From an optimization exercise on the open Yosys and OpenROAD flow, aimed at small area, a short achievable clock period and few clock cycles per item; shortcuts taken in it are not production practice.

==> run a: inputs <==
==> flow/design.v (excerpt) <==
module Rsa256Core (
  input          i_clk,
  input          i_rst,
  input          i_start,
  input  [255:0] i_a,
  input  [255:0] i_d,
  input  [255:0] i_n,
  output [255:0] o_a_pow_d,
  output         o_finished
);
clock: 16.0 ns
lec_check: 0
cap_margin: 20
core_margin: 2
core_utilization: 40
setup_slack_margin: 0.5
slew_margin: 20
synth_hierarchical: 1
standard.sh (not shown) runs the stock make flow with config.mk's settings and CLKGATE_MAP_FILE= SYNTH_SCRIPT=/design/flow/synth_recipe.tcl, a recipe that flattens the netlist after the stock synthesis.
==> flow/flow/run.sh <==
#!/bin/bash
# Own layout flow: the standard synthesis, then the standard ORFS layout steps with
# repair_timing aiming for extra setup slack (the clock and constraints are unchanged).
set -uo pipefail
MARGIN=$(cat flow/margin.txt 2>/dev/null || echo 10)
bash standard.sh synth > synth.log 2>&1 || { tail -50 synth.log; exit 1; }
bash standard.sh SETUP_SLACK_MARGIN=$MARGIN finish > layout.log 2>&1 || { tail -50 layout.log; exit 1; }
==> flow/flow/margin.txt <==
10
==> run b (differences from run a) <==
==> flow/run.sh (new file) <==
#!/bin/bash
# synth_recipe.tcl (not shown) runs the flow's synth.tcl, then flattens the netlist and writes it again
# the make line also repeats each setting of config.mk as NAME=value (left out here)
make -C /OpenROAD-flow-scripts/flow DESIGN_CONFIG=/design/flow/config.mk WORK_HOME=/design/flow/orfs CLKGATE_MAP_FILE= SYNTH_SCRIPT=/design/flow/synth_recipe.tcl finish
removed: flow/flow/run.sh
removed: flow/flow/margin.txt
removed: flow/standard.sh
==> run c (differences from run a) <==
==> flow/flow/run.sh (replaced) <==
#!/bin/bash
# Own layout flow: the standard synthesis, then the standard ORFS layout steps with
# repair_timing aiming for extra setup slack (the clock and constraints are unchanged).
set -uo pipefail
KNOBS=$(cat flow/knobs.txt 2>/dev/null || echo "SETUP_SLACK_MARGIN=10")
bash standard.sh synth > synth.log 2>&1 || { tail -50 synth.log; exit 1; }
bash standard.sh $KNOBS finish > layout.log 2>&1 || { tail -50 layout.log; exit 1; }
==> flow/flow/knobs.txt (new file) <==
SETUP_SLACK_MARGIN=10 SKIP_BUFFER_REMOVAL=1
removed: flow/flow/margin.txt
==> summary.txt <==
Status
  • Violated checks: slew limit
  • Status: failed layout checks

Worst setup path
  • Worst path cell trace: inv_2 > fa_1 > ha_2 > inv_2 > fa_1 > nor2b_1 > ha_1 > ha_4 > ha_4 > xnor2_4 > xnor2_2 > xnor2_2 > xnor2_4 > buf_12 > buf_16 > buf_16 > nand2_2 > fa_2 > fa_2 > fa_1 > nor2b_1 > a21oi_1
  • CP Capture Point: Cn[124]

Global routing
  • GR met2 Demand/Resource: 47.4%

Finish
  • Clk tree area frac: 4.08%
  • Clkbuf count: 218

Clocking
  • Clock latency (worst-skew pair): 0.86 ns
  • Post-CTS Resized: 76

Worst hold path
  • Hold_sp: idx[3]

STA
  • Setup repair after global routing missed its margin: yes
  • Pins Over Slew Limit: 44
That was run c.
==> summary.txt <==
Worst setup path
  • Worst path cell trace: inv_1 > nor2_4 > buf_4 > buf_4 > buf_4 > xnor2_1 > ha_1 > nand2_1 > o21ai_0 > a221oi_1 > o21ai_0 > a21oi_1 > o22ai_1 > a221oi_1 > nand2_1 > a31oi_1 > o21ai_1 > a31o_1 > fa_1 > xor2_1 > nor2_1 > a211oi_1
  • CP Capture Point: B[246]

Finish
  • Clkbuf count: 203
  • Clk tree area frac: 3.92%

Worst hold path
  • Hold_sp: idx[2]

STA
  • Pins Over Slew Limit: 0

Clocking
  • Post-CTS Resized: 0

Status
  • Status: no timing/DRC/antenna violations
That was run b.
==> summary.txt <==
Finish
  • Clkbuf count: 218
  • Non-Clock Buffer Count: 1240
  • Clk tree area frac: 4.08%

Worst setup path
  • CP Capture Point: Cn[124]
  • Worst path cell trace: inv_2 > fa_1 > ha_2 > inv_2 > fa_1 > nor2b_1 > ha_1 > ha_4 > ha_4 > xnor2_4 > xnor2_2 > xnor2_2 > xnor2_4 > buf_12 > buf_16 > buf_16 > nand2_2 > fa_2 > fa_2 > fa_1 > nor2b_1 > a21oi_1

Clocking
  • Clock latency (worst-skew pair): 0.86 ns

STA
  • Setup repair after global routing missed its margin: yes
  • Pins Over Slew Limit: 44

Status
  • Status: failed layout checks
  • Violated checks: slew limit

Synth
  • Most frequent cell after synthesis: nand2_1

Global routing
  • GR met2 Demand/Resource: 47.4%
That was run a.
No functional check of the RTL was part of any run of this note.

==> port drivers added, routing unchanged <==
In the flow no input, the clock included, has a driving cell. The finished layouts below were timed again as built, in two steps.
Step 1 sets driving cells, clkbuf_16 on the clock port and buf_2 on the other inputs (assumed; they add their load-dependent delay and slew).
Step 2 also shifts input and output timing later by t, the mid clock arrival at the registers, as if the neighbouring blocks saw the same clock.
a / b / c = no drivers / after step 1 / after step 2; a / b = the first two.
| run | t, ns | setup slack, ns | hold WS [ns] | clock arrival spread, ns | worst register clock-pin slew, ns |
|---|---|---|---|---|---|
| run a | 0.931 | 10.105 / 10.105 / 9.569 | 0.513 / 0.513 / 0.513 | 0.077 / 0.078 | 0.07 / 0.07 |
| run b | 0.910 | 7.157 / 7.157 / 7.157 | 0.521 / 0.521 / 0.521 | 0.040 / 0.040 | 0.07 / 0.07 |
| run c | 0.931 | 10.105 / 10.105 / 9.569 | 0.513 / 0.513 / 0.513 | 0.077 / 0.078 | 0.07 / 0.07 |
